This design comes from an exercise in tuning for small area on the open sky130 flow, not from production work. Only simulation tests tie the RTL to the original design; equivalence was not proved.

==> flow/design.v (outline; a module is shown in full before it is edited, if it fits) <==
// module FullyConnectedLayer: 8814 lines
// module FA: 4 lines
// module PPSEL: 3 lines
// module AOI22: 3 lines
// module AO22: 3 lines
// module AOI21: 3 lines
// module AOI21B: 3 lines
// module PPSEL2: 3 lines
// module ADD8: 3 lines
// module TRIPLE: 5 lines
module FullyConnectedLayer #(
    parameter N = 8,              
    parameter M = 4               
) (
    input clk,                    
    input rst_n,                  
    input [N*8-1:0] input_data,      
    input [M*N*8-1:0] weights,       
    input [M*8-1:0] biases,          
    output reg [M*8-1:0] output_data   
);
  // ...
==> flow/flow/run.sh <==
#!/bin/bash
# Own layout flow: the standard flow (standard.sh), with two changes:
#  1. after the standard synthesis, combinational cells that synthesis mapped at a
#     higher drive strength are put back to the smallest drive strength of the
#     same function (the later timing repair sizes up whatever needs it);
#  2. the port buffers that placement adds use the smallest buffer cell.
set -euo pipefail
R=orfs/results/sky130hd/FullyConnectedLayer/base
PORTBUF="BUFFER_PORTS_ARGS=-buffer_cell sky130_fd_sc_hd__buf_1"
bash standard.sh "$PORTBUF" synth > flow_synth.log 2>&1
python3 flow/downsize.py $R/1_2_yosys.v > flow_downsize.log 2>&1
rm -f $R/1_synth.odb $R/1_synth.sdc
bash standard.sh "$PORTBUF" finish > flow_finish.log 2>&1
==> flow/flow/downsize.py <==
"""Rewrite a mapped sky130hd netlist in place: each combinational cell whose type has a
smaller drive strength of the same function (same pins) is changed to the smallest one.
Flip-flops, buffers, inverters, clock cells and tie cells are left alone."""
import re
import sys

path = sys.argv[1]
src = open(path).read()
SMALLEST = {
    'a21boi': '0', 'a21oi': '1', 'a21o': '1', 'a22oi': '1', 'a22o': '1', 'a211oi': '1',
    'a211o': '1', 'a31oi': '1', 'a31o': '1', 'a311oi': '1', 'a311o': '1', 'a41oi': '1',
    'and2': '0', 'and3': '1', 'and4': '1', 'nand2': '1', 'nand3': '1', 'nand4': '1',
    'nand2b': '1', 'nand3b': '1', 'nor2': '1', 'nor3': '1', 'nor4': '1', 'nor2b': '1',
    'nor3b': '1', 'nor4b': '1', 'o21ai': '0', 'o21a': '1', 'o21bai': '1', 'o211ai': '1',
    'o211a': '1', 'o22ai': '1', 'o22a': '1', 'o31ai': '1', 'o31a': '1', 'o311a': '1',
    'o311ai': '0', 'or2': '0', 'or3': '1', 'or4': '1', 'xor2': '1', 'xnor2': '1',
    'xnor3': '1', 'xor3': '1', 'mux2i': '1', 'mux2': '1', 'maj3': '1', 'fa': '1', 'ha': '1',
    'a2111oi': '0', 'a221oi': '1', 'a222oi': '1',
}
count = {}


def repl(m):
    base, size = m.group(1), m.group(2)
    if base in SMALLEST and size != SMALLEST[base]:
        count[m.group(0)] = count.get(m.group(0), 0) + 1
        return 'sky130_fd_sc_hd__%s_%s ' % (base, SMALLEST[base])
    return m.group(0)


out = re.sub(r'\bsky130_fd_sc_hd__([a-z0-9]+)_(\d+) ', repl, src)
open(path, 'w').write(out)
for k, v in sorted(count.items()):
    print(v, k)
==> flow/standard.sh <==
#!/bin/bash
# synth_recipe.tcl (not shown) runs the flow's synth.tcl, then flattens the netlist and writes it again
# the make line also repeats each setting of config.mk as NAME=value (left out here)
make -C /OpenROAD-flow-scripts/flow DESIGN_CONFIG=/design/flow/config.mk WORK_HOME=/design/flow/orfs CLKGATE_MAP_FILE= SYNTH_SCRIPT=/design/flow/synth_recipe.tcl "${@:-finish}"
==> flow/config.mk <==
export PLATFORM = sky130hd
export DESIGN_NAME = FullyConnectedLayer
export DESIGN_NICKNAME = FullyConnectedLayer
export VERILOG_FILES = /design/flow/design.v
export SDC_FILE = /design/flow/constraint.sdc
export NUM_CORES = 4
export LEC_CHECK = 0
export CAP_MARGIN = 20
export CORE_MARGIN = 2
export CORE_UTILIZATION = 45
export SLEW_MARGIN = 20
export SYNTH_HIERARCHICAL = 1
==> flow/constraint.sdc <==
create_clock -name core_clock -period 12.0 [get_ports {clk}]
set_input_delay 2.4000 -clock core_clock [delete_from_list [all_inputs] [get_ports {clk}]]
set_output_delay 2.4000 -clock core_clock [all_outputs]
set_load 0.01 [all_outputs]
==> impl_table.tex, run 1 <==
\begin{tabular}{lr}
\hline
Metric & Value \\
\hline
\multicolumn{2}{l}{\textbf{Status}} \\
\quad Result of the run & complete, no violations \\
\multicolumn{2}{l}{\textbf{STA}} \\
\quad Worst Hold Margin & 2.139 ns \\
\quad Headroom to the max-slew limit & 15.32\% \\
\quad Final count of negative-setup-slack endpoints & 0 \\
\quad Share of the clock period used by the worst path after layout & about 92\% \\
\quad Final worst setup slack & 0.9374 ns \\
\quad Measured slew at the worst slew-check pin & between 1 and 1.5 ns \\
\multicolumn{2}{l}{\textbf{Layout}} \\
\quad Data buffer area share & under 10\% \\
\quad Regs by FF count & output\_data: 32 flops \\
\quad Filler instances & around 9,500 \\
\quad Fraction of area in multi-input gates & 88.54\% \\
\quad Diodes inserted & 6 \\
\quad Most area-hungry cell class in the final design & multi-input gates \\
\quad Portion of the layout cell area used by clock cells & 0.2505\% \\
\multicolumn{2}{l}{\textbf{Floorplanning}} \\
\quad Number of well taps & $\sim$1,300 \\
\quad Row count & 116 \\
\quad Overall die width & $\sim$320 um \\
\quad Core area & between 90,000 and 100,000 um\^{}2 \\
\multicolumn{2}{l}{\textbf{Clocking}} \\
\quad Number of gates resized after CTS & 0 \\
\quad Clock Sink Count & 32 \\
\quad Clock-pin slew on the worst setup and hold paths & approximately 0.080 ns \\
\multicolumn{2}{l}{\textbf{Synthesis}} \\
\quad Total number of yosys warnings & 7 \\
\multicolumn{2}{l}{\textbf{Global routing}} \\
\quad Maximum number of pins on one net before global-route repair & 36 \\
\quad Met1 track demand over resource in global routing & 62.63\% \\
\quad Most heavily used metal layer in global routing & met2 \\
\quad Via count of the first global-routing pass & 44,400 \\
\quad Met3 Use GR & 19.04\% \\
\multicolumn{2}{l}{\textbf{Critical path}} \\
\quad Setup crit start kind & primary input \\
\quad CP arrival & 11.28 ns \\
\quad Critical path start-end classification & in -> reg \\
\quad Type of destination of the critical path & flop \\
\multicolumn{2}{l}{\textbf{Placed design}} \\
\quad Count of port buffers added during placement & 385 \\
\quad Placed Instance Area & 49,800 um\^{}2 \\
\multicolumn{2}{l}{\textbf{Routing}} \\
\quad Via-to-Cell Ratio & 7.252 \\
\quad Post-DRT Antenna Nets & 0 \\
\quad Highest routed layer & met5 \\
\hline
\end{tabular}
==> module ADD8, before the edit <==
module ADD8 (input [7:0] a, input [7:0] b, output [7:0] s);
  assign s = ~(a + b + 8'd1);
endmodule
==> run 2: changes to the inputs <==
--- a/flow/design.v
+++ b/flow/design.v
@@ -8837,3 +8837,5 @@
 module ADD8 (input [7:0] a, input [7:0] b, output [7:0] s);
-  assign s = ~(a + b + 8'd1);
+  wire [4:0] lo = {1'b0, a[3:0]} + {1'b0, b[3:0]} + 5'd1;
+  wire [3:0] hi = a[7:4] + b[7:4] + {3'b0, lo[4]};
+  assign s = ~{hi, lo[3:0]};
 endmodule
==> impl_table.tex, run 2 <==
\begin{tabular}{lr}
\hline
Metric & Value \\
\hline
\multicolumn{2}{l}{\textbf{Critical path}} \\
\quad Data required, critical path & 12.34 ns (was 12.22 ns) \\
\quad Type of destination of the critical path & flop (unchanged) \\
\quad Critical path start-end classification & in -> reg (unchanged) \\
\quad Setup crit start kind & primary input (unchanged) \\
\quad Worst Path Max Fanout & 11 (was 16) \\
\quad CP arrival & 11.44 ns (was 11.28 ns) \\
\multicolumn{2}{l}{\textbf{Clocking}} \\
\quad Clock-pin slew on the worst setup and hold paths & 0.11 ns (was 0.08 ns) \\
\quad Root Buffer & sky130\_fd\_sc\_hd\_\_clkbuf\_16 (unchanged) \\
\quad Clock Sink Count & 32 (unchanged) \\
\quad Number of setup buffers added after CTS & 0 (unchanged) \\
\quad TritonCTS clock tree & done (unchanged) \\
\quad Hold Buf Count CTS & 0 (unchanged) \\
\quad Number of gates resized after CTS & 0 (unchanged) \\
\quad H-tree levels & 2 (unchanged) \\
\quad Longest Clk Path Bufs & 2 (unchanged) \\
\quad Number of buffers added by the clock tree synthesis step & 5 (unchanged) \\
\multicolumn{2}{l}{\textbf{Layout}} \\
\quad Leading cell types in the layout, fill and taps excluded & sky130\_fd\_sc\_hd\_\_fa\_1 (1,183), sky130\_fd\_sc\_hd\_\_a21oi\_1 (920), sky130\_fd\_sc\_hd\_\_a22o\_1 (896), sky130\_fd\_sc\_hd\_\_buf\_1 (320), sky130\_fd\_sc\_hd\_\_nor2b\_1 (256) (was sky130\_fd\_sc\_hd\_\_fa\_1 (1,175), sky130\_fd\_sc\_hd\_\_a21oi\_1 (924), sky130\_fd\_sc\_hd\_\_a22o\_1 (896), sky130\_fd\_sc\_hd\_\_buf\_1 (320), sky130\_fd\_sc\_hd\_\_nor2b\_1 (268)) \\
\quad Utilization of the core after routing & 50.67\% (was 50.02\%) \\
\quad Combined area of the multi-input logic cells & 43,760 um\^{}2 (was 44,230 um\^{}2) \\
\quad Filler instances & 9,393 (was 9,450) \\
\quad Register containing the most flip-flops in the final layout & output\_data (unchanged) \\
\quad Number of flip-flops under the largest register name & 32 (unchanged) \\
\quad Regs by FF count & output\_data: 32 flops (unchanged) \\
\quad Commonest non-fill, non-tap cell in the layout & sky130\_fd\_sc\_hd\_\_fa\_1 (unchanged) \\
\quad Total Nets Final & 6,451 (was 6,480) \\
\quad FF+latch area & 800.8 um\^{}2 (unchanged) \\
\quad Layout cells sized above 1 & 6.465\% (was 5.647\%) \\
\quad Synthesis-to-finish area growth & 11.54\% (was 10.54\%) \\
\multicolumn{2}{l}{\textbf{STA}} \\
\quad Headroom to the max-slew limit & 15.87\% (was 15.32\%) \\
\quad Count of endpoints failing hold in the final timing report & 0 (unchanged) \\
\quad Worst Hold Margin & 2.161 ns (was 2.139 ns) \\
\quad Final setup TNS & 0 ns (unchanged) \\
\quad Post-layout min period & 11.10 ns (was 11.06 ns) \\
\quad Measured slew at the worst slew-check pin & 1.256 ns (was 1.269 ns) \\
\quad RSZ-0062 raised after global routing & false (unchanged) \\
\quad Share of the clock period used by the worst path after layout & 92.51\% (was 92.19\%) \\
\quad Max-slew violation count & 0 (unchanged) \\
\quad Final count of negative-setup-slack endpoints & 0 (unchanged) \\
\quad Highest attainable clock frequency & 90.08 MHz (was 90.39 MHz) \\
\multicolumn{2}{l}{\textbf{Floorplanning}} \\
\quad Height of the die & 319.4 um (was 320.9 um) \\
\quad Row count & 115 (was 116) \\
\quad Overall die width & 319.4 um (was 320.9 um) \\
\quad Die area & 102,000 um\^{}2 (was 103,000 um\^{}2) \\
\quad Core area & 98,560 um\^{}2 (was 99,860 um\^{}2) \\
\quad Initial core utilization & 45.43\% (was 45.25\%) \\
\quad Ports placed on the boundary & 386 (unchanged) \\
\multicolumn{2}{l}{\textbf{Status}} \\
\quad Result of the run & complete, no violations (unchanged) \\
\multicolumn{2}{l}{\textbf{Routing}} \\
\quad Via total after detailed routing & 45,390 (was 44,640) \\
\quad Initial drt markers & 7,268 (was 6,943) \\
\quad Detailed-routing iteration count for the pre-antenna-repair pass & 6 (was 7) \\
\quad DR WL/cell & 43.40 um (was 40.39 um) \\
\quad DRC Markers & 0 (unchanged) \\
\quad Post-DRT Antenna Nets & 0 (unchanged) \\
\quad Via-to-Cell Ratio & 7.414 (was 7.252) \\
\quad Total Wirelength & 265,800 um (was 248,600 um) \\
\multicolumn{2}{l}{\textbf{Global routing}} \\
\quad Global-route wire length before repair & 361,100 um (was 341,000 um) \\
\quad Global router's overall resource usage & 51.82\% (was 47.94\%) \\
\quad Gr ovfl total & 0 (unchanged) \\
\quad Antenna violations before repair & 22 (was 11) \\
\quad Via count of the first global-routing pass & 44,620 (was 44,400) \\
\quad Maximum number of pins on one net before global-route repair & 37 (was 36) \\
\multicolumn{2}{l}{\textbf{Synthesis}} \\
\quad Total number of yosys warnings & 7 (unchanged) \\
\quad Synthesized cell area & 44,780 um\^{}2 (was 45,190 um\^{}2) \\
\quad Syn Inst Count & 4,237 (was 4,305) \\
\quad Average size of a mapped cell & 10.57 um\^{}2 (was 10.50 um\^{}2) \\
\multicolumn{2}{l}{\textbf{Placed design}} \\
\quad Routability cong. & 1.077 (was 1.084) \\
\quad Sum of net half-perimeters after detailed placement & 210,800 um (was 199,200 um) \\
\quad Count of port buffers added during placement & 385 (unchanged) \\
\multicolumn{2}{l}{\textbf{Hold path}} \\
\quad Worst hold path class & in -> async (unchanged) \\
\multicolumn{2}{l}{\textbf{Run}} \\
\quad Max-cap violations & 0 (unchanged) \\
\hline
\end{tabular}
-- run 2: changes by cell type in the layout (fill, tap and decap cells not counted), moves of 9 or more --
cell / change
sky130_fd_sc_hd__inv_1: +15
sky130_fd_sc_hd__o21a_1: -12
sky130_fd_sc_hd__a21o_1: +9
sky130_fd_sc_hd__buf_4: +26
sky130_fd_sc_hd__o21ai_0: -12
sky130_fd_sc_hd__ha_1: -10
sky130_fd_sc_hd__nor2b_1: -12
sky130_fd_sc_hd__buf_12: +9
-- run 2: final cells by class --
cell class,count,share of cell area (%)
timing repair buffer,590,6.414
inverter,104,0.7817
antenna,10,0.05011
sequential,32,1.603
multi-input combinational,4092,87.63
clock buffer,8,0.2931
tap,1287,3.224
-- run 2: final timing paths --
check | from | end | slack [ns] | cells after the start
max | input_data[26] | output_data[21]$_DFF_PN0_ | 0.90 | 27
min in group core_clock | weights[135] | output_data[23]$_DFF_PN0_ | 2.95 | 7
min | rst_n | output_data[22]$_DFF_PN0_ | 2.16 | 2
max in group asynchronous | rst_n | output_data[8]$_DFF_PN0_ | 9.19 | 2
-- run 2: per-layer routing --
metal / track usage [%] / part of all wire, % / up-vias
li1: - / - / 16910
met1: 67.80 / 37 / 23110
met2: 69.39 / 39 / 4468
met3: 26.41 / 17 / 866
met4: 27.16 / 6.6 / 34
met5: 0.9929 / 0.078 / -
-- run 2: metrics by stage --
step / std cells / area, um^2 / worst slack (ns)
2_1_floorplan: 4260 / 44860 / 1.641
3_3_place_gp: 6105 / 49770 / 0.7748
3_5_place_dp: 6105 / 49770 / 0.7182
4_1_cts: 6113 / 49910 / 1.098
5_1_grt: 6114 / 49920 / 0.7807
6_report: 6123 / 49940 / 0.8986
-- run 2: worst max-delay path, cell delays in order --
cell and delay [ns]:
sky130_fd_sc_hd__clkbuf_2 0.30, sky130_fd_sc_hd__ha_1 0.30, sky130_fd_sc_hd__a21o_1 0.18, sky130_fd_sc_hd__a21o_1 0.18, sky130_fd_sc_hd__fa_1 0.42, sky130_fd_sc_hd__fa_1 0.45
sky130_fd_sc_hd__a21oi_1 0.16, sky130_fd_sc_hd__o21bai_1 0.10, sky130_fd_sc_hd__xor2_2 0.78, sky130_fd_sc_hd__a22oi_1 0.31, sky130_fd_sc_hd__fa_1 0.61, sky130_fd_sc_hd__fa_1 0.45
sky130_fd_sc_hd__fa_1 0.56, sky130_fd_sc_hd__fa_1 0.45, sky130_fd_sc_hd__fa_1 0.52, sky130_fd_sc_hd__fa_1 0.43, sky130_fd_sc_hd__fa_1 0.45, sky130_fd_sc_hd__fa_1 0.53
sky130_fd_sc_hd__inv_1 0.07, sky130_fd_sc_hd__fa_1 0.45, sky130_fd_sc_hd__inv_1 0.07, sky130_fd_sc_hd__a21o_1 0.11, sky130_fd_sc_hd__a21oi_1 0.12, sky130_fd_sc_hd__fa_1 0.44
sky130_fd_sc_hd__inv_1 0.13, sky130_fd_sc_hd__fa_1 0.42, sky130_fd_sc_hd__inv_1 0.06
==> module TRIPLE, before the edit <==
module TRIPLE (input [7:0] x, output [9:0] t);
  wire [4:0] lo = {1'b0, x[3:0]} + {1'b0, x[2:0], 1'b0};
  wire [5:0] hi = {2'b0, x[7:4]} + {1'b0, x[7:3]} + {5'b0, lo[4]};
  assign t = {hi, lo[3:0]};
endmodule
==> run 3: changes to the inputs <==
--- a/flow/design.v
+++ b/flow/design.v
@@ -8842,5 +8842,6 @@
 module TRIPLE (input [7:0] x, output [9:0] t);
-  wire [4:0] lo = {1'b0, x[3:0]} + {1'b0, x[2:0], 1'b0};
-  wire [5:0] hi = {2'b0, x[7:4]} + {1'b0, x[7:3]} + {5'b0, lo[4]};
-  assign t = {hi, lo[3:0]};
+  wire [3:0] a = {1'b0, x[2:0]} + {1'b0, x[1:0], 1'b0};
+  wire [3:0] b = {1'b0, x[5:3]} + {1'b0, x[4:2]} + {3'b0, a[3]};
+  wire [3:0] c = {2'b0, x[7:6]} + {1'b0, x[7:5]} + {3'b0, b[3]};
+  assign t = {c, b[2:0], a[2:0]};
 endmodule
==> impl_table.tex, run 3 <==
\begin{tabular}{lr}
\hline
Metric & Value \\
\hline
\multicolumn{2}{l}{\textbf{STA}} \\
\quad Post-layout min period & 11.18 ns (was 11.10 ns) \\
\quad Count of endpoints failing hold in the final timing report & 0 (unchanged) \\
\quad Worst Hold Margin & 2.215 ns (was 2.161 ns) \\
\quad Final setup TNS & 0 ns (unchanged) \\
\quad Max-slew violation count & 0 (unchanged) \\
\quad Headroom to the max-slew limit & 12.57\% (was 15.87\%) \\
\quad Final count of negative-setup-slack endpoints & 0 (unchanged) \\
\quad Measured slew at the worst slew-check pin & 1.312 ns (was 1.256 ns) \\
\quad Share of the clock period used by the worst path after layout & 93.19\% (was 92.51\%) \\
\quad Highest attainable clock frequency & 89.42 MHz (was 90.08 MHz) \\
\quad RSZ-0062 raised after global routing & false (unchanged) \\
\multicolumn{2}{l}{\textbf{Floorplanning}} \\
\quad Ports placed on the boundary & 386 (unchanged) \\
\quad Overall die width & 318.6 um (was 319.4 um) \\
\quad Die area & 101,500 um\^{}2 (was 102,000 um\^{}2) \\
\quad Core area & 98,280 um\^{}2 (was 98,560 um\^{}2) \\
\quad Row count & 115 (unchanged) \\
\quad Initial core utilization & 45.31\% (was 45.43\%) \\
\quad Height of the die & 318.6 um (was 319.4 um) \\
\multicolumn{2}{l}{\textbf{Run}} \\
\quad Max-cap violations & 0 (unchanged) \\
\multicolumn{2}{l}{\textbf{Clocking}} \\
\quad H-tree levels & 2 (unchanged) \\
\quad Clock-pin slew on the worst setup and hold paths & 0.07 ns (was 0.11 ns) \\
\quad Hold Buf Count CTS & 0 (unchanged) \\
\quad TritonCTS clock tree & done (unchanged) \\
\quad Root Buffer & sky130\_fd\_sc\_hd\_\_clkbuf\_16 (unchanged) \\
\quad Clock Sink Count & 32 (unchanged) \\
\quad Longest Clk Path Bufs & 2 (unchanged) \\
\quad Number of buffers added by the clock tree synthesis step & 5 (unchanged) \\
\quad Number of setup buffers added after CTS & 0 (unchanged) \\
\quad Number of gates resized after CTS & 0 (unchanged) \\
\multicolumn{2}{l}{\textbf{Layout}} \\
\quad Regs by FF count & output\_data: 32 flops (unchanged) \\
\quad Total Nets Final & 6,385 (was 6,451) \\
\quad Combined area of the multi-input logic cells & 43,360 um\^{}2 (was 43,760 um\^{}2) \\
\quad Layout cells sized above 1 & 5.729\% (was 6.465\%) \\
\quad Leading cell types in the layout, fill and taps excluded & sky130\_fd\_sc\_hd\_\_fa\_1 (1,196), sky130\_fd\_sc\_hd\_\_a21oi\_1 (912), sky130\_fd\_sc\_hd\_\_a22o\_1 (896), sky130\_fd\_sc\_hd\_\_buf\_1 (320), sky130\_fd\_sc\_hd\_\_nor2b\_1 (256) (was sky130\_fd\_sc\_hd\_\_fa\_1 (1,183), sky130\_fd\_sc\_hd\_\_a21oi\_1 (920), sky130\_fd\_sc\_hd\_\_a22o\_1 (896), sky130\_fd\_sc\_hd\_\_buf\_1 (320), sky130\_fd\_sc\_hd\_\_nor2b\_1 (256)) \\
\quad Number of flip-flops under the largest register name & 32 (unchanged) \\
\quad Non-Filler Cell Area, Final & 49,310 um\^{}2 (was 49,940 um\^{}2) \\
\quad Synthesis-to-finish area growth & 10.76\% (was 11.54\%) \\
\quad Final non-filler cell total & 6,059 (was 6,123) \\
\quad Commonest non-fill, non-tap cell in the layout & sky130\_fd\_sc\_hd\_\_fa\_1 (unchanged) \\
\quad Register containing the most flip-flops in the final layout & output\_data (unchanged) \\
\quad Filler instances & 9,283 (was 9,393) \\
\quad FF+latch area & 800.8 um\^{}2 (unchanged) \\
\multicolumn{2}{l}{\textbf{Critical path}} \\
\quad Critical path depth in cells & 28 (was 27) \\
\quad Critical path start-end classification & in -> reg (unchanged) \\
\quad Type of destination of the critical path & flop (unchanged) \\
\quad Setup crit start kind & primary input (unchanged) \\
\quad Buf/Inv on CP & 7 (was 5) \\
\quad Largest delay share family, worst path & adder cells (unchanged) \\
\quad Slowest cell delay on critical path & 0.74 ns (was 0.78 ns) \\
\quad Data required, critical path & 12.32 ns (was 12.34 ns) \\
\quad Slowest CP cell & sky130\_fd\_sc\_hd\_\_inv\_1 (was sky130\_fd\_sc\_hd\_\_xor2\_2) \\
\quad CP arrival & 11.51 ns (was 11.44 ns) \\
\quad Crit-path most repeated cell & sky130\_fd\_sc\_hd\_\_fa\_1 (unchanged) \\
\quad Worst Path Max Fanout & 11 (unchanged) \\
\quad Launch point of the worst path & input\_data[9] (was input\_data[26]) \\
\multicolumn{2}{l}{\textbf{Synthesis}} \\
\quad Synthesized cell area & 44,530 um\^{}2 (was 44,780 um\^{}2) \\
\quad Total number of yosys warnings & 7 (unchanged) \\
\quad Syn Inst Count & 4,205 (was 4,237) \\
\quad Average size of a mapped cell & 10.59 um\^{}2 (was 10.57 um\^{}2) \\
\multicolumn{2}{l}{\textbf{Routing}} \\
\quad Total Wirelength & 248,400 um (was 265,800 um) \\
\quad Via-to-Cell Ratio & 7.294 (was 7.414) \\
\quad DRC Markers & 0 (unchanged) \\
\quad Initial drt markers & 7,307 (was 7,268) \\
\quad Via total after detailed routing & 44,200 (was 45,390) \\
\quad DR WL/cell & 40.99 um (was 43.40 um) \\
\quad Detailed-routing iteration count for the pre-antenna-repair pass & 8 (was 6) \\
\quad Post-DRT Antenna Nets & 0 (unchanged) \\
\multicolumn{2}{l}{\textbf{Status}} \\
\quad Result of the run & complete, no violations (unchanged) \\
\multicolumn{2}{l}{\textbf{Global routing}} \\
\quad Gr ovfl total & 0 (unchanged) \\
\quad Antenna violations before repair & 17 (was 22) \\
\quad Global-route wire length before repair & 341,700 um (was 361,100 um) \\
\quad Via count of the first global-routing pass & 44,020 (was 44,620) \\
\quad Global router's overall resource usage & 48.82\% (was 51.82\%) \\
\quad Maximum number of pins on one net before global-route repair & 36 (was 37) \\
\multicolumn{2}{l}{\textbf{Placed design}} \\
\quad Count of port buffers added during placement & 385 (unchanged) \\
\quad Sum of net half-perimeters after detailed placement & 198,800 um (was 210,800 um) \\
\quad Routability cong. & 1.084 (was 1.077) \\
\quad Placed cells & 6,047 (was 6,105) \\
\quad Placed Instance Area & 49,160 um\^{}2 (was 49,770 um\^{}2) \\
\multicolumn{2}{l}{\textbf{Hold path}} \\
\quad Worst hold path class & in -> async (unchanged) \\
\hline
\end{tabular}
==> run 3: per-stage QoR <==
step | util (%) | setup WS (ns)
after global routing | 50.17 | 0.6641
after global placement | 50.02 | 0.7037
after floorplan | - | 1.747
after detailed placement | 50.02 | 0.6262
after CTS | 50.15 | 1.008
final | 50.18 | 0.8167
==> run 3: how the worst max path moves through the flow <==
stage / endpoint / slack (ns)
5_1_grt: output_data[15]$_DFF_PN0_ / 0.66
6_report: output_data[29]$_DFF_PN0_ / 0.82
4_1_cts: output_data[29]$_DFF_PN0_ / 1.01
2_1_floorplan: output_data[15]$_DFF_PN0_ / 1.75
3_3_place_gp: output_data[22]$_DFF_PN0_ / 0.70
3_5_place_dp: output_data[29]$_DFF_PN0_ / 0.63
==> run 3: cell type report <==
| cell class | count | share of cell area, % |
|---|---|---|
| Timing Repair Buffer | 564 | 5.922 |
| Multi-Input combinational cell | 4036 | 87.93 |
| Clock buffer | 5 | 0.2537 |
| Tap cell | 1287 | 3.265 |
| Antenna cell | 7 | 0.03552 |
| Sequential cell | 32 | 1.624 |
| Inverter | 128 | 0.9743 |
==> run 3: per-layer routing <==
layer / global-route usage [%] / routed length, um / vias up
met4: 32.61 / 21150 / 20
met3: 20.24 / 39190 / 830
met5: 0 / 130 / -
li1: - / - / 16710
met2: 64.11 / 96220 / 4244
met1: 65.30 / 91680 / 22400
==> run 4: changes to the inputs <==
--- a/flow/design.v
+++ b/flow/design.v
@@ -8837,5 +8837,6 @@
 module ADD8 (input [7:0] a, input [7:0] b, output [7:0] s);
-  wire [4:0] lo = {1'b0, a[3:0]} + {1'b0, b[3:0]} + 5'd1;
-  wire [3:0] hi = a[7:4] + b[7:4] + {3'b0, lo[4]};
-  assign s = ~{hi, lo[3:0]};
+  wire [3:0] lo = {1'b0, a[2:0]} + {1'b0, b[2:0]} + 4'd1;
+  wire [3:0] mi = {1'b0, a[5:3]} + {1'b0, b[5:3]} + {3'b0, lo[3]};
+  wire [1:0] hi = a[7:6] + b[7:6] + {1'b0, mi[3]};
+  assign s = ~{hi, mi[2:0], lo[2:0]};
 endmodule
==> impl_table.tex, run 4 <==
\begin{tabular}{lr}
\hline
Metric & Value \\
\hline
\multicolumn{2}{l}{\textbf{Clocking}} \\
\quad Hold Buf Count CTS & 0 (unchanged) \\
\quad TritonCTS clock tree & done (unchanged) \\
\quad Number of setup buffers added after CTS & 0 (unchanged) \\
\quad Number of buffers added by the clock tree synthesis step & 5 (unchanged) \\
\quad Root Buffer & sky130\_fd\_sc\_hd\_\_clkbuf\_16 (unchanged) \\
\quad Number of gates resized after CTS & 0 (unchanged) \\
\quad Clock Sink Count & 32 (unchanged) \\
\quad Clock-pin slew on the worst setup and hold paths & 0.06 ns (was 0.07 ns) \\
\quad H-tree levels & 2 (unchanged) \\
\quad Longest Clk Path Bufs & 2 (unchanged) \\
\multicolumn{2}{l}{\textbf{Floorplanning}} \\
\quad Initial core utilization & 45.29\% (was 45.31\%) \\
\quad Overall die width & 318.5 um (was 318.6 um) \\
\quad Height of the die & 318.5 um (was 318.6 um) \\
\quad Row count & 115 (unchanged) \\
\quad Ports placed on the boundary & 386 (unchanged) \\
\quad Die area & 101,400 um\^{}2 (was 101,500 um\^{}2) \\
\quad Core area & 98,280 um\^{}2 (unchanged) \\
\multicolumn{2}{l}{\textbf{STA}} \\
\quad Worst Hold Margin & 2.213 ns (was 2.215 ns) \\
\quad Measured slew at the worst slew-check pin & 1.326 ns (was 1.312 ns) \\
\quad Share of the clock period used by the worst path after layout & 92.34\% (was 93.19\%) \\
\quad Highest attainable clock frequency & 90.24 MHz (was 89.42 MHz) \\
\quad RSZ-0062 raised after global routing & false (unchanged) \\
\quad Count of endpoints failing hold in the final timing report & 0 (unchanged) \\
\quad Max-slew violation count & 0 (unchanged) \\
\quad Final count of negative-setup-slack endpoints & 0 (unchanged) \\
\quad Headroom to the max-slew limit & 11.62\% (was 12.57\%) \\
\quad Post-layout min period & 11.08 ns (was 11.18 ns) \\
\quad Final setup TNS & 0 ns (unchanged) \\
\multicolumn{2}{l}{\textbf{Placed design}} \\
\quad Sum of net half-perimeters after detailed placement & 204,200 um (was 198,800 um) \\
\quad Routability cong. & 1.058 (was 1.084) \\
\quad Placed cells & 6,052 (was 6,047) \\
\quad Count of port buffers added during placement & 385 (unchanged) \\
\multicolumn{2}{l}{\textbf{Layout}} \\
\quad Filler instances & 9,287 (was 9,283) \\
\quad Commonest non-fill, non-tap cell in the layout & sky130\_fd\_sc\_hd\_\_fa\_1 (unchanged) \\
\quad FF+latch area & 800.8 um\^{}2 (unchanged) \\
\quad Combined area of the multi-input logic cells & 43,220 um\^{}2 (was 43,360 um\^{}2) \\
\quad Number of flip-flops under the largest register name & 32 (unchanged) \\
\quad Regs by FF count & output\_data: 32 flops (unchanged) \\
\quad Total Nets Final & 6,390 (was 6,385) \\
\quad Synthesis-to-finish area growth & 10.98\% (was 10.76\%) \\
\quad Leading cell types in the layout, fill and taps excluded & sky130\_fd\_sc\_hd\_\_fa\_1 (1,204), sky130\_fd\_sc\_hd\_\_a21oi\_1 (912), sky130\_fd\_sc\_hd\_\_a22o\_1 (896), sky130\_fd\_sc\_hd\_\_buf\_1 (320), sky130\_fd\_sc\_hd\_\_nor2b\_1 (256) (was sky130\_fd\_sc\_hd\_\_fa\_1 (1,196), sky130\_fd\_sc\_hd\_\_a21oi\_1 (912), sky130\_fd\_sc\_hd\_\_a22o\_1 (896), sky130\_fd\_sc\_hd\_\_buf\_1 (320), sky130\_fd\_sc\_hd\_\_nor2b\_1 (256)) \\
\quad Layout cells sized above 1 & 5.849\% (was 5.729\%) \\
\quad Final non-filler cell total & 6,069 (was 6,059) \\
\quad Register containing the most flip-flops in the final layout & output\_data (unchanged) \\
\multicolumn{2}{l}{\textbf{Routing}} \\
\quad DRC Markers & 0 (unchanged) \\
\quad Via total after detailed routing & 44,430 (was 44,200) \\
\quad Total Wirelength & 255,200 um (was 248,400 um) \\
\quad Initial drt markers & 6,721 (was 7,307) \\
\quad Post-DRT Antenna Nets & 0 (unchanged) \\
\quad Detailed-routing iteration count for the pre-antenna-repair pass & 7 (was 8) \\
\quad Via-to-Cell Ratio & 7.321 (was 7.294) \\
\quad DR WL/cell & 42.05 um (was 40.99 um) \\
\multicolumn{2}{l}{\textbf{Global routing}} \\
\quad Global router's overall resource usage & 49.90\% (was 48.82\%) \\
\quad Gr ovfl total & 0 (unchanged) \\
\quad Via count of the first global-routing pass & 44,760 (was 44,020) \\
\quad Antenna violations before repair & 30 (was 17) \\
\quad Global-route wire length before repair & 349,700 um (was 341,700 um) \\
\quad Maximum number of pins on one net before global-route repair & 36 (unchanged) \\
\multicolumn{2}{l}{\textbf{Synthesis}} \\
\quad Average size of a mapped cell & 10.59 um\^{}2 (about the same) \\
\quad Synthesized cell area & 44,510 um\^{}2 (was 44,530 um\^{}2) \\
\quad Total number of yosys warnings & 7 (unchanged) \\
\quad Syn Inst Count & 4,201 (was 4,205) \\
\multicolumn{2}{l}{\textbf{Run}} \\
\quad Max-cap violations & 0 (unchanged) \\
\multicolumn{2}{l}{\textbf{Status}} \\
\quad Result of the run & complete, no violations (unchanged) \\
\multicolumn{2}{l}{\textbf{Critical path}} \\
\quad Setup crit start kind & primary input (unchanged) \\
\quad Type of destination of the critical path & flop (unchanged) \\
\quad Critical path start-end classification & in -> reg (unchanged) \\
\quad Data required, critical path & 12.22 ns (was 12.32 ns) \\
\quad Worst Path Max Fanout & 11 (unchanged) \\
\quad CP arrival & 11.30 ns (was 11.51 ns) \\
\multicolumn{2}{l}{\textbf{Hold path}} \\
\quad Worst hold path class & in -> async (unchanged) \\
\hline
\end{tabular}
-- run 4: layout make-up --
class / count / area share (%)
inverters: 140 / 1.064
well taps: 1287 / 3.260
repair buffers: 577 / 6.237
diodes: 12 / 0.06080
clock buffers: 5 / 0.2533
flip-flops and latches: 32 / 1.621
multi-input cells: 4016 / 87.50
-- run 4: final timing paths --
| check | slack, ns | from | to |
|---|---|---|---|
| max | 0.92 | input_data[33] | output_data[22]$_DFF_PN0_ |
| min | 2.21 | rst_n | output_data[0]$_DFF_PN0_ |
| max in group asynchronous | 9.26 | rst_n | output_data[17]$_DFF_PN0_ |
| min in group core_clock | 3.03 | biases[7] | output_data[7]$_DFF_PN0_ |
-- run 4: critical path, cell delays in order --
cell and delay, ns:
sky130_fd_sc_hd__clkbuf_2 0.13, sky130_fd_sc_hd__ha_1 0.21, sky130_fd_sc_hd__fa_1 0.38, sky130_fd_sc_hd__fa_1 0.45, sky130_fd_sc_hd__nand3_1 0.11, sky130_fd_sc_hd__nand2_1 0.07
sky130_fd_sc_hd__fa_1 0.39, sky130_fd_sc_hd__inv_1 0.08, sky130_fd_sc_hd__fa_1 0.40, sky130_fd_sc_hd__inv_1 0.59, sky130_fd_sc_hd__a21oi_1 0.29, sky130_fd_sc_hd__fa_1 0.51
sky130_fd_sc_hd__fa_1 0.53, sky130_fd_sc_hd__fa_1 0.45, sky130_fd_sc_hd__fa_1 0.50, sky130_fd_sc_hd__fa_1 0.57, sky130_fd_sc_hd__fa_1 0.47, sky130_fd_sc_hd__fa_1 0.42
sky130_fd_sc_hd__fa_1 0.54, sky130_fd_sc_hd__ha_1 0.24, sky130_fd_sc_hd__a21o_1 0.15, sky130_fd_sc_hd__a21oi_1 0.25, sky130_fd_sc_hd__fa_1 0.27, sky130_fd_sc_hd__inv_1 0.05
sky130_fd_sc_hd__a21o_1 0.17, sky130_fd_sc_hd__a21oi_1 0.20, sky130_fd_sc_hd__fa_1 0.47
-- run 4: per-stage QoR --
stage                     area (um^2)  setup WS (ns)  util, %
after CTS                       49360          1.074    50.22
final                           49390         0.9189    50.26
after global routing            49360         0.7376    50.23
after floorplan                 44580          1.705        -
after global placement          49230         0.7862    50.10
after detailed placement        49230         0.6856    50.10
-- run 4: layer usage --
layer  vias up  global-route usage, %  share of wire, %
met5         -                 0.7092              0.14
met4        42                  31.02               8.0
met3      1037                  23.31                15
met2      3993                  71.03                41
met1     22670                  61.12                35
li1      16680                      -                 -
==> run 5: changes to the inputs <==
--- a/flow/design.v
+++ b/flow/design.v
@@ -8837,12 +8837,12 @@
 module ADD8 (input [7:0] a, input [7:0] b, output [7:0] s);
-  wire [3:0] lo = {1'b0, a[2:0]} + {1'b0, b[2:0]} + 4'd1;
-  wire [3:0] mi = {1'b0, a[5:3]} + {1'b0, b[5:3]} + {3'b0, lo[3]};
-  wire [1:0] hi = a[7:6] + b[7:6] + {1'b0, mi[3]};
-  assign s = ~{hi, mi[2:0], lo[2:0]};
+  wire [4:0] lo = {1'b0, a[3:0]} + {1'b0, b[3:0]} + 5'd1;
+  wire [3:0] hi = a[7:4] + b[7:4] + {3'b0, lo[4]};
+  assign s = ~{hi, lo[3:0]};
 endmodule
 module TRIPLE (input [7:0] x, output [9:0] t);
-  wire [3:0] a = {1'b0, x[2:0]} + {1'b0, x[1:0], 1'b0};
-  wire [3:0] b = {1'b0, x[5:3]} + {1'b0, x[4:2]} + {3'b0, a[3]};
-  wire [3:0] c = {2'b0, x[7:6]} + {1'b0, x[7:5]} + {3'b0, b[3]};
-  assign t = {c, b[2:0], a[2:0]};
+  wire [2:0] a = {1'b0, x[1:0]} + {1'b0, x[0], 1'b0};
+  wire [2:0] b = {1'b0, x[3:2]} + {1'b0, x[2:1]} + {2'b0, a[2]};
+  wire [2:0] c = {1'b0, x[5:4]} + {1'b0, x[4:3]} + {2'b0, b[2]};
+  wire [3:0] d = {2'b0, x[7:6]} + {1'b0, x[7:5]} + {3'b0, c[2]};
+  assign t = {d, c[1:0], b[1:0], a[1:0]};
 endmodule
==> impl_table.tex, run 5 <==
\begin{tabular}{lr}
\hline
Metric & Value \\
\hline
\multicolumn{2}{l}{\textbf{Clocking}} \\
\quad Hold Buf Count CTS & 0 (unchanged) \\
\quad Root Buffer & sky130\_fd\_sc\_hd\_\_clkbuf\_16 (unchanged) \\
\quad H-tree levels & 2 (unchanged) \\
\quad Number of gates resized after CTS & 0 (unchanged) \\
\quad Number of setup buffers added after CTS & 0 (unchanged) \\
\quad Clock Sink Count & 32 (unchanged) \\
\quad Clock-pin slew on the worst setup and hold paths & 0.07 ns (was 0.06 ns) \\
\quad Number of buffers added by the clock tree synthesis step & 5 (unchanged) \\
\quad Longest Clk Path Bufs & 2 (unchanged) \\
\quad TritonCTS clock tree & done (unchanged) \\
\multicolumn{2}{l}{\textbf{Routing}} \\
\quad Via-to-Cell Ratio & 7.230 (was 7.321) \\
\quad Detailed-routing iteration count for the pre-antenna-repair pass & 9 (was 7) \\
\quad DR WL/cell & 40.77 um (was 42.05 um) \\
\quad Post-DRT Antenna Nets & 0 (unchanged) \\
\quad Initial drt markers & 6,664 (was 6,721) \\
\quad Via total after detailed routing & 43,270 (was 44,430) \\
\quad DRC Markers & 0 (unchanged) \\
\quad Total Wirelength & 244,000 um (was 255,200 um) \\
\multicolumn{2}{l}{\textbf{Layout}} \\
\quad Synthesis-to-finish area growth & 10.80\% (was 10.98\%) \\
\quad Regs by FF count & output\_data: 32 flops (unchanged) \\
\quad Total Nets Final & 6,309 (was 6,390) \\
\quad Layout cells sized above 1 & 5.706\% (was 5.849\%) \\
\quad Final non-filler cell total & 5,985 (was 6,069) \\
\quad Leading cell types in the layout, fill and taps excluded & sky130\_fd\_sc\_hd\_\_fa\_1 (1,205), sky130\_fd\_sc\_hd\_\_a21oi\_1 (904), sky130\_fd\_sc\_hd\_\_a22o\_1 (896), sky130\_fd\_sc\_hd\_\_buf\_1 (320), sky130\_fd\_sc\_hd\_\_nor2b\_1 (256) (was sky130\_fd\_sc\_hd\_\_fa\_1 (1,204), sky130\_fd\_sc\_hd\_\_a21oi\_1 (912), sky130\_fd\_sc\_hd\_\_a22o\_1 (896), sky130\_fd\_sc\_hd\_\_buf\_1 (320), sky130\_fd\_sc\_hd\_\_nor2b\_1 (256)) \\
\quad Register containing the most flip-flops in the final layout & output\_data (unchanged) \\
\quad Commonest non-fill, non-tap cell in the layout & sky130\_fd\_sc\_hd\_\_fa\_1 (unchanged) \\
\quad Utilization of the core after routing & 50.47\% (was 50.26\%) \\
\quad Number of flip-flops under the largest register name & 32 (unchanged) \\
\quad Filler instances & 9,199 (was 9,287) \\
\multicolumn{2}{l}{\textbf{Placed design}} \\
\quad Routability cong. & 1.074 (was 1.058) \\
\quad Sum of net half-perimeters after detailed placement & 198,700 um (was 204,200 um) \\
\quad Setup slack at placement & 0.1570 ns (was 0.6856 ns) \\
\quad Placed cells & 5,968 (was 6,052) \\
\quad Count of port buffers added during placement & 385 (unchanged) \\
\multicolumn{2}{l}{\textbf{STA}} \\
\quad Max-slew violation count & 0 (unchanged) \\
\quad Worst Hold Margin & 2.149 ns (was 2.213 ns) \\
\quad Headroom to the max-slew limit & 8.146\% (was 11.62\%) \\
\quad Final count of negative-setup-slack endpoints & 0 (unchanged) \\
\quad Final setup TNS & 0 ns (unchanged) \\
\quad Share of the clock period used by the worst path after layout & 96.49\% (was 92.34\%) \\
\quad RSZ-0062 raised after global routing & false (unchanged) \\
\quad Post-layout min period & 11.58 ns (was 11.08 ns) \\
\quad Highest attainable clock frequency & 86.37 MHz (was 90.24 MHz) \\
\quad Measured slew at the worst slew-check pin & 1.376 ns (was 1.326 ns) \\
\quad Count of endpoints failing hold in the final timing report & 0 (unchanged) \\
\quad Final worst setup slack & 0.4215 ns (was 0.9189 ns) \\
\multicolumn{2}{l}{\textbf{Synthesis}} \\
\quad Average size of a mapped cell & 10.69 um\^{}2 (was 10.59 um\^{}2) \\
\quad Synthesized cell area & 44,180 um\^{}2 (was 44,510 um\^{}2) \\
\quad Total number of yosys warnings & 7 (unchanged) \\
\quad Syn Inst Count & 4,133 (was 4,201) \\
\multicolumn{2}{l}{\textbf{Hold path}} \\
\quad Worst hold path class & in -> async (unchanged) \\
\multicolumn{2}{l}{\textbf{Floorplanning}} \\
\quad Row count & 114 (was 115) \\
\quad Core area & 96,990 um\^{}2 (was 98,280 um\^{}2) \\
\quad Ports placed on the boundary & 386 (unchanged) \\
\quad Initial core utilization & 45.55\% (was 45.29\%) \\
\quad Height of the die & 317.4 um (was 318.5 um) \\
\quad Die area & 100,700 um\^{}2 (was 101,400 um\^{}2) \\
\quad Overall die width & 317.4 um (was 318.5 um) \\
\multicolumn{2}{l}{\textbf{Critical path}} \\
\quad Type of destination of the critical path & flop (unchanged) \\
\quad Launch point of the worst path & input\_data[1] (was input\_data[33]) \\
\quad Worst Path Max Fanout & 7 (was 11) \\
\quad CP endpoint & output\_data[23]\$\_DFF\_PN0\_ (was output\_data[22]\$\_DFF\_PN0\_) \\
\quad CP arrival & 11.82 ns (was 11.30 ns) \\
\quad Setup crit start kind & primary input (unchanged) \\
\quad Critical path start-end classification & in -> reg (unchanged) \\
\quad Data required, critical path & 12.24 ns (was 12.22 ns) \\
\multicolumn{2}{l}{\textbf{Global routing}} \\
\quad Global router's overall resource usage & 48.46\% (was 49.90\%) \\
\quad Global-route wire length before repair & 331,800 um (was 349,700 um) \\
\quad Gr ovfl total & 0 (unchanged) \\
\quad Maximum number of pins on one net before global-route repair & 37 (was 36) \\
\quad Antenna violations before repair & 9 (was 30) \\
\quad Via count of the first global-routing pass & 43,090 (was 44,760) \\
\multicolumn{2}{l}{\textbf{Run}} \\
\quad Max-cap violations & 0 (unchanged) \\
\multicolumn{2}{l}{\textbf{Status}} \\
\quad Result of the run & complete, no violations (unchanged) \\
\hline
\end{tabular}
-- run 5: layout make-up --
cell class / instances / area [um^2] / share of cell area [%]
tap: 1276 / 1597 / 3.261
timing repair buffer: 568 / 2975 / 6.078
clock buffer: 5 / 125.1 / 0.2556
sequential: 32 / 800.8 / 1.636
antenna: 12 / 30.03 / 0.06134
inverter: 96 / 360.3 / 0.7361
multi-input combinational: 3996 / 43070 / 87.97
-- run 5: through the flow --
| stage | area, um^2 |
|---|---|
| 2_1_floorplan | 44270 |
| 3_3_place_gp | 48780 |
| 3_5_place_dp | 48780 |
| 4_1_cts | 48900 |
| 5_1_grt | 48930 |
| 6_report | 48960 |
-- run 5: worst min path at each step --
stage / startpoint / end / slack [ns] / cells after the start
floorplan: rst_n / output_data[0]$_DFF_PN0_ / 2.10 / 0
global placement: rst_n / output_data[29]$_DFF_PN0_ / 2.56 / 2
detailed placement: rst_n / output_data[25]$_DFF_PN0_ / 2.57 / 2
CTS: rst_n / output_data[26]$_DFF_PN0_ / 2.17 / 2
global route: rst_n / output_data[26]$_DFF_PN0_ / 2.19 / 2
finish: rst_n / output_data[26]$_DFF_PN0_ / 2.15 / 2
-- run 5: layer usage --
metal	part of all wire, %	GRT usage [%]	vias to the layer above
met3	16	22.23	672
li1	-	-	16480
met5	0.13	2.083	-
met1	37	63.34	22150
met2	40	65.22	3951
met4	7.5	28.78	15
-- run 5: worst max-delay path: stages --
cell and delay, ns:
sky130_fd_sc_hd__clkbuf_2 0.16, sky130_fd_sc_hd__ha_1 0.22, sky130_fd_sc_hd__fa_1 0.39, sky130_fd_sc_hd__fa_1 0.53
sky130_fd_sc_hd__fa_1 0.43, sky130_fd_sc_hd__fa_1 0.39, sky130_fd_sc_hd__fa_1 0.39, sky130_fd_sc_hd__inv_1 0.08
sky130_fd_sc_hd__fa_1 0.40, sky130_fd_sc_hd__inv_1 0.49, sky130_fd_sc_hd__a21oi_1 0.29, sky130_fd_sc_hd__fa_1 0.56
sky130_fd_sc_hd__fa_1 0.46, sky130_fd_sc_hd__fa_1 0.43, sky130_fd_sc_hd__fa_1 0.51, sky130_fd_sc_hd__fa_1 0.43
sky130_fd_sc_hd__fa_1 0.39, sky130_fd_sc_hd__fa_1 0.40, sky130_fd_sc_hd__fa_1 0.41, sky130_fd_sc_hd__fa_1 0.39
sky130_fd_sc_hd__fa_1 0.38, sky130_fd_sc_hd__xor2_1 0.16, sky130_fd_sc_hd__xnor2_1 0.21, sky130_fd_sc_hd__xnor2_1 0.18
sky130_fd_sc_hd__xnor3_1 0.45, sky130_fd_sc_hd__xnor2_1 0.14, sky130_fd_sc_hd__xnor2_1 0.13
==> run 6: changes to the inputs <==
--- a/flow/config.mk
+++ b/flow/config.mk
@@ -10,2 +10,3 @@
 export CORE_UTILIZATION = 45
+export PLACE_DENSITY = 0.7
 export SLEW_MARGIN = 20
==> impl_table.tex, run 6 <==
\begin{tabular}{lr}
\hline
Metric & Value \\
\hline
\multicolumn{2}{l}{\textbf{Critical path}} \\
\quad Buf/Inv on CP & 7 (was 3) \\
\quad Worst Path Max Fanout & 8 (was 7) \\
\quad Data required, critical path & 12.30 ns (was 12.24 ns) \\
\quad Largest delay share family, worst path & adder cells (unchanged) \\
\quad CP arrival & 11.83 ns (was 11.82 ns) \\
\quad Setup crit start kind & primary input (unchanged) \\
\quad Critical path start-end classification & in -> reg (unchanged) \\
\quad Slowest CP cell & sky130\_fd\_sc\_hd\_\_inv\_1 (was sky130\_fd\_sc\_hd\_\_fa\_1) \\
\quad Type of destination of the critical path & flop (unchanged) \\
\quad Slowest cell delay on critical path & 0.64 ns (was 0.56 ns) \\
\quad Crit-path most repeated cell & sky130\_fd\_sc\_hd\_\_fa\_1 (unchanged) \\
\multicolumn{2}{l}{\textbf{Synthesis}} \\
\quad Synthesized cell area & 44,180 um\^{}2 (unchanged) \\
\quad Average size of a mapped cell & 10.69 um\^{}2 (unchanged) \\
\quad Syn Inst Count & 4,133 (unchanged) \\
\quad Total number of yosys warnings & 7 (unchanged) \\
\multicolumn{2}{l}{\textbf{Floorplanning}} \\
\quad Die area & 100,700 um\^{}2 (unchanged) \\
\quad Row count & 114 (unchanged) \\
\quad Core area & 96,990 um\^{}2 (unchanged) \\
\quad Ports placed on the boundary & 386 (unchanged) \\
\quad Initial core utilization & 45.55\% (unchanged) \\
\quad Overall die width & 317.4 um (unchanged) \\
\quad Height of the die & 317.4 um (unchanged) \\
\multicolumn{2}{l}{\textbf{Layout}} \\
\quad Utilization of the core after routing & 50.42\% (was 50.47\%) \\
\quad Layout cells sized above 1 & 5.793\% (was 5.706\%) \\
\quad Leading cell types in the layout, fill and taps excluded & sky130\_fd\_sc\_hd\_\_fa\_1 (1,200), sky130\_fd\_sc\_hd\_\_a21oi\_1 (904), sky130\_fd\_sc\_hd\_\_a22o\_1 (896), sky130\_fd\_sc\_hd\_\_buf\_1 (320), sky130\_fd\_sc\_hd\_\_nor2b\_1 (254) (was sky130\_fd\_sc\_hd\_\_fa\_1 (1,205), sky130\_fd\_sc\_hd\_\_a21oi\_1 (904), sky130\_fd\_sc\_hd\_\_a22o\_1 (896), sky130\_fd\_sc\_hd\_\_buf\_1 (320), sky130\_fd\_sc\_hd\_\_nor2b\_1 (256)) \\
\quad Regs by FF count & output\_data: 32 flops (unchanged) \\
\quad Filler instances & 9,088 (was 9,199) \\
\quad Commonest non-fill, non-tap cell in the layout & sky130\_fd\_sc\_hd\_\_fa\_1 (unchanged) \\
\quad Total Nets Final & 6,307 (was 6,309) \\
\quad Synthesis-to-finish area growth & 10.69\% (was 10.80\%) \\
\quad Number of flip-flops under the largest register name & 32 (unchanged) \\
\quad Register containing the most flip-flops in the final layout & output\_data (unchanged) \\
\multicolumn{2}{l}{\textbf{Clocking}} \\
\quad Root Buffer & sky130\_fd\_sc\_hd\_\_clkbuf\_16 (unchanged) \\
\quad TritonCTS clock tree & done (unchanged) \\
\quad Number of setup buffers added after CTS & 0 (unchanged) \\
\quad H-tree levels & 2 (unchanged) \\
\quad Clock-pin slew on the worst setup and hold paths & 0.07 ns (about the same) \\
\quad Longest Clk Path Bufs & 2 (unchanged) \\
\quad Number of buffers added by the clock tree synthesis step & 5 (unchanged) \\
\quad Clock Sink Count & 32 (unchanged) \\
\quad Number of gates resized after CTS & 0 (unchanged) \\
\quad Hold Buf Count CTS & 0 (unchanged) \\
\multicolumn{2}{l}{\textbf{Routing}} \\
\quad Via total after detailed routing & 44,520 (was 43,270) \\
\quad DRC Markers & 0 (unchanged) \\
\quad DR WL/cell & 42.33 um (was 40.77 um) \\
\quad Detailed-routing iteration count for the pre-antenna-repair pass & 8 (was 9) \\
\quad Post-DRT Antenna Nets & 0 (unchanged) \\
\quad Initial drt markers & 7,428 (was 6,664) \\
\quad Via-to-Cell Ratio & 7.442 (was 7.230) \\
\quad Total Wirelength & 253,200 um (was 244,000 um) \\
\multicolumn{2}{l}{\textbf{Global routing}} \\
\quad Maximum number of pins on one net before global-route repair & 36 (was 37) \\
\quad Via count of the first global-routing pass & 43,710 (was 43,090) \\
\quad Gr ovfl total & 0 (unchanged) \\
\quad Global-route wire length before repair & 341,600 um (was 331,800 um) \\
\quad Antenna violations before repair & 17 (was 9) \\
\quad Global router's overall resource usage & 50.00\% (was 48.46\%) \\
\multicolumn{2}{l}{\textbf{STA}} \\
\quad Highest attainable clock frequency & 86.67 MHz (was 86.37 MHz) \\
\quad Count of endpoints failing hold in the final timing report & 0 (unchanged) \\
\quad RSZ-0062 raised after global routing & false (unchanged) \\
\quad Final count of negative-setup-slack endpoints & 0 (unchanged) \\
\quad Headroom to the max-slew limit & 11.43\% (was 8.146\%) \\
\quad Max-slew violation count & 0 (unchanged) \\
\quad Measured slew at the worst slew-check pin & 1.322 ns (was 1.376 ns) \\
\quad Share of the clock period used by the worst path after layout & 96.15\% (was 96.49\%) \\
\quad Final setup TNS & 0 ns (unchanged) \\
\quad Post-layout min period & 11.54 ns (was 11.58 ns) \\
\multicolumn{2}{l}{\textbf{Hold path}} \\
\quad Worst hold path class & in -> async (unchanged) \\
\multicolumn{2}{l}{\textbf{Placed design}} \\
\quad Sum of net half-perimeters after detailed placement & 201,600 um (was 198,700 um) \\
\quad Count of port buffers added during placement & 385 (unchanged) \\
\quad Routability cong. & 1.068 (was 1.074) \\
\multicolumn{2}{l}{\textbf{Status}} \\
\quad Result of the run & complete, no violations (unchanged) \\
\multicolumn{2}{l}{\textbf{Run}} \\
\quad Max-cap violations & 0 (unchanged) \\
\hline
\end{tabular}
-- run 6: final cells by class --
type	instances	area (um^2)	area share [%]
multi-input combinational	3996	43050	88.02
timing repair buffer	566	2948	6.027
tap	1276	1597	3.264
sequential	32	800.8	1.637
inverter	96	360.3	0.7368
clock buffer	5	125.1	0.2558
antenna	11	27.53	0.05628
-- run 6: worst max path at each step --
stage                    from                        end  slack (ns)  cells after the start
6_report       input_data[17]  output_data[29]$_DFF_PN0_        0.46                     28
3_5_place_dp   input_data[17]   output_data[7]$_DFF_PN0_        0.22                     27
5_1_grt        input_data[17]  output_data[29]$_DFF_PN0_        0.21                     28
3_3_place_gp   input_data[17]   output_data[7]$_DFF_PN0_        0.29                     27
4_1_cts        input_data[17]   output_data[7]$_DFF_PN0_        0.60                     27
2_1_floorplan  input_data[40]  output_data[15]$_DFF_PN0_        1.12                     26
-- run 6: routing by layer --
metal  share of wire (%)  up-vias  GRT usage (%)
li1                    -    16490              -
met1                  36    22490          64.83
met2                  38     4561          65.15
met3                  17      969          24.18
met4                 9.1       10          34.04
met5               0.024        -              0
-- run 6: per-stage QoR --
stage / cells / setup WS (ns) / area [um^2] / hold WS [ns]
6_report: 5982 / 0.4616 / 48910 / 2.009
5_1_grt: 5971 / 0.2115 / 48880 / 2.031
4_1_cts: 5971 / 0.6002 / 48870 / 2.009
3_5_place_dp: 5966 / 0.2182 / 48750 / 2.385
3_3_place_gp: 5966 / 0.2894 / 48750 / 2.383
2_1_floorplan: 4156 / 1.123 / 44270 / 2.104
==> run 7: changes to the inputs <==
--- a/flow/config.mk
+++ b/flow/config.mk
@@ -9,4 +9,3 @@
 export CORE_MARGIN = 2
-export CORE_UTILIZATION = 45
-export PLACE_DENSITY = 0.7
+export CORE_UTILIZATION = 50
 export SLEW_MARGIN = 20
==> impl_table.tex, run 7 <==
\begin{tabular}{lr}
\hline
Metric & Value \\
\hline
\multicolumn{2}{l}{\textbf{STA}} \\
\quad Post-layout min period & 11.47 ns (was 11.54 ns) \\
\quad Final setup TNS & 0 ns (unchanged) \\
\quad Final worst setup slack & 0.5335 ns (was 0.4616 ns) \\
\quad Count of endpoints failing hold in the final timing report & 0 (unchanged) \\
\quad Headroom to the max-slew limit & 13.18\% (was 11.43\%) \\
\quad RSZ-0062 raised after global routing & false (unchanged) \\
\quad Final count of negative-setup-slack endpoints & 0 (unchanged) \\
\quad Share of the clock period used by the worst path after layout & 95.55\% (was 96.15\%) \\
\quad Worst Hold Margin & 2.161 ns (was 2.009 ns) \\
\quad Max-slew violation count & 0 (unchanged) \\
\quad Highest attainable clock frequency & 87.21 MHz (was 86.67 MHz) \\
\quad Measured slew at the worst slew-check pin & 1.302 ns (was 1.322 ns) \\
\multicolumn{2}{l}{\textbf{Clocking}} \\
\quad Number of buffers added by the clock tree synthesis step & 5 (unchanged) \\
\quad H-tree levels & 2 (unchanged) \\
\quad Root Buffer & sky130\_fd\_sc\_hd\_\_clkbuf\_16 (unchanged) \\
\quad Hold Buf Count CTS & 0 (unchanged) \\
\quad Number of setup buffers added after CTS & 0 (unchanged) \\
\quad Longest Clk Path Bufs & 2 (unchanged) \\
\quad Clock Sink Count & 32 (unchanged) \\
\quad Clock-pin slew on the worst setup and hold paths & 0.06 ns (was 0.07 ns) \\
\quad TritonCTS clock tree & done (unchanged) \\
\quad Number of gates resized after CTS & 0 (unchanged) \\
\multicolumn{2}{l}{\textbf{Critical path}} \\
\quad Critical path start-end classification & in -> reg (unchanged) \\
\quad Crit-path most repeated cell & sky130\_fd\_sc\_hd\_\_fa\_1 (unchanged) \\
\quad Setup crit start kind & primary input (unchanged) \\
\quad Data required, critical path & 12.30 ns (about the same) \\
\quad Type of destination of the critical path & flop (unchanged) \\
\quad Buf/Inv on CP & 7 (unchanged) \\
\quad Largest delay share family, worst path & adder cells (unchanged) \\
\quad Launch point of the worst path & input\_data[1] (was input\_data[17]) \\
\quad Worst Path Max Fanout & 7 (was 8) \\
\quad Slowest cell delay on critical path & 0.62 ns (was 0.64 ns) \\
\quad CP arrival & 11.77 ns (was 11.83 ns) \\
\quad Slowest CP cell & sky130\_fd\_sc\_hd\_\_fa\_1 (was sky130\_fd\_sc\_hd\_\_inv\_1) \\
\multicolumn{2}{l}{\textbf{Routing}} \\
\quad Detailed-routing iteration count for the pre-antenna-repair pass & 9 (was 8) \\
\quad Post-DRT Antenna Nets & 0 (unchanged) \\
\quad Via total after detailed routing & 43,520 (was 44,520) \\
\quad DRC Markers & 0 (unchanged) \\
\quad Via-to-Cell Ratio & 7.440 (was 7.442) \\
\quad DR WL/cell & 39.84 um (was 42.33 um) \\
\quad Total Wirelength & 233,000 um (was 253,200 um) \\
\quad Initial drt markers & 7,317 (was 7,428) \\
\multicolumn{2}{l}{\textbf{Layout}} \\
\quad Regs by FF count & output\_data: 32 flops (unchanged) \\
\quad Filler instances & 7,962 (was 9,088) \\
\quad Layout cells sized above 1 & 5.381\% (was 5.793\%) \\
\quad Commonest non-fill, non-tap cell in the layout & sky130\_fd\_sc\_hd\_\_fa\_1 (unchanged) \\
\quad Non-Filler Cell Area, Final & 48,660 um\^{}2 (was 48,910 um\^{}2) \\
\quad Combined area of the multi-input logic cells & 43,030 um\^{}2 (was 43,050 um\^{}2) \\
\quad Synthesis-to-finish area growth & 10.13\% (was 10.69\%) \\
\quad FF+latch area & 800.8 um\^{}2 (unchanged) \\
\quad Total Nets Final & 6,295 (was 6,307) \\
\quad Number of flip-flops under the largest register name & 32 (unchanged) \\
\quad Register containing the most flip-flops in the final layout & output\_data (unchanged) \\
\quad Leading cell types in the layout, fill and taps excluded & sky130\_fd\_sc\_hd\_\_fa\_1 (1,203), sky130\_fd\_sc\_hd\_\_a21oi\_1 (904), sky130\_fd\_sc\_hd\_\_a22o\_1 (896), sky130\_fd\_sc\_hd\_\_buf\_1 (320), sky130\_fd\_sc\_hd\_\_nor2b\_1 (256) (was sky130\_fd\_sc\_hd\_\_fa\_1 (1,200), sky130\_fd\_sc\_hd\_\_a21oi\_1 (904), sky130\_fd\_sc\_hd\_\_a22o\_1 (896), sky130\_fd\_sc\_hd\_\_buf\_1 (320), sky130\_fd\_sc\_hd\_\_nor2b\_1 (254)) \\
\multicolumn{2}{l}{\textbf{Synthesis}} \\
\quad Average size of a mapped cell & 10.69 um\^{}2 (unchanged) \\
\quad Syn Inst Count & 4,133 (unchanged) \\
\quad Total number of yosys warnings & 7 (unchanged) \\
\quad Synthesized cell area & 44,180 um\^{}2 (unchanged) \\
\multicolumn{2}{l}{\textbf{Floorplanning}} \\
\quad Row count & 109 (was 114) \\
\quad Core area & 87,970 um\^{}2 (was 96,990 um\^{}2) \\
\quad Overall die width & 301.3 um (was 317.4 um) \\
\quad Initial core utilization & 50.23\% (was 45.55\%) \\
\quad Height of the die & 301.3 um (was 317.4 um) \\
\quad Ports placed on the boundary & 386 (unchanged) \\
\quad Die area & 90,760 um\^{}2 (was 100,700 um\^{}2) \\
\multicolumn{2}{l}{\textbf{Placed design}} \\
\quad Setup slack at placement & 0.1710 ns (was 0.2182 ns) \\
\quad Sum of net half-perimeters after detailed placement & 186,100 um (was 201,600 um) \\
\quad Routability cong. & 1.096 (was 1.068) \\
\quad Placed Instance Area & 48,530 um\^{}2 (was 48,750 um\^{}2) \\
\quad Count of port buffers added during placement & 385 (unchanged) \\
\multicolumn{2}{l}{\textbf{Global routing}} \\
\quad Via count of the first global-routing pass & 43,290 (was 43,710) \\
\quad Maximum number of pins on one net before global-route repair & 36 (unchanged) \\
\quad Global-route wire length before repair & 321,600 um (was 341,600 um) \\
\quad Gr ovfl total & 0 (unchanged) \\
\quad Global router's overall resource usage & 51.41\% (was 50.00\%) \\
\quad Antenna violations before repair & 6 (was 17) \\
\multicolumn{2}{l}{\textbf{Status}} \\
\quad Result of the run & complete, no violations (unchanged) \\
\multicolumn{2}{l}{\textbf{Run}} \\
\quad Max-cap violations & 0 (unchanged) \\
\multicolumn{2}{l}{\textbf{Hold path}} \\
\quad Worst hold path class & in -> async (unchanged) \\
\hline
\end{tabular}
run 7: final cells by class:
type / count / share of cell area [%]
tap: 1165 / 2.996
sequential: 32 / 1.646
multi-input combinational: 3996 / 88.43
clock buffer: 5 / 0.2571
timing repair buffer: 554 / 5.924
inverter: 96 / 0.7405
antenna: 2 / 0.01029
run 7: per-stage QoR:
step / instances / util [%]
2_1_floorplan: 4156 / -
3_3_place_gp: 5843 / 55.17
3_5_place_dp: 5843 / 55.17
4_1_cts: 5848 / 55.31
5_1_grt: 5848 / 55.31
6_report: 5850 / 55.32
run 7: per-layer routing:
| metal | GRT usage (%) | vias up | routed length, um |
|---|---|---|---|
| met5 | 0.5820 | - | 205 |
| met4 | 34.06 | 12 | 20020 |
| met3 | 23.37 | 772 | 39440 |
| met2 | 67.72 | 4210 | 90990 |
| met1 | 67.46 | 22070 | 82390 |
| li1 | - | 16470 | - |
run 7: path summary, 6_finish.rpt:
check                                       endpoint  depth (start not counted)
setup / recovery           output_data[29]$_DFF_PN0_                         28
min in group core_clock    output_data[31]$_DFF_PN0_                          7
hold / removal             output_data[25]$_DFF_PN0_                          2
max in group asynchronous   output_data[8]$_DFF_PN0_                          2

==> static timing again, ports no longer ideal <==
No port has a modelled driver above. Below, the same layouts with a new extraction and two added sets of constraints.
Step 1 assumes that a clkbuf_16 drives the clock port and a buf_2 every other input.
Step 2, shift: input delay + t, output delay - t, t = (earliest + latest rising clock arrival at the registers) / 2. This alone moves slack from input paths to output paths.
a / b / c = no drivers / after step 1 / after step 2; a / b = the first two.
run	t (ns)	setup WS [ns]	hold WS [ns]	worst register clock-pin slew, ns	pins driven straight from the clock port
run 1	0.416	0.937 / 0.981 / 0.565	2.139 / 2.086 / 2.503	0.08 / 0.08	1
run 2	0.455	0.899 / 0.956 / 0.501	2.161 / 2.102 / 2.557	0.11 / 0.11	1
run 3	0.443	0.817 / 0.869 / 0.427	2.215 / 2.164 / 2.606	0.07 / 0.07	1
run 4	0.429	0.919 / 0.973 / 0.544	2.213 / 2.159 / 2.588	0.06 / 0.06	1
run 5	0.442	0.422 / 0.472 / 0.030	2.149 / 2.101 / 2.543	0.07 / 0.07	1
run 6	0.415	0.462 / 0.508 / 0.093	2.009 / 1.962 / 2.377	0.07 / 0.07	1
run 7	0.436	0.533 / 0.586 / 0.150	2.160 / 2.108 / 2.545	0.07 / 0.07	1
After both steps every run listed still meets setup and hold. The setup slack of run 2, which loses most, moves by +0.057 ns with the drivers and by -0.398 ns with both steps.
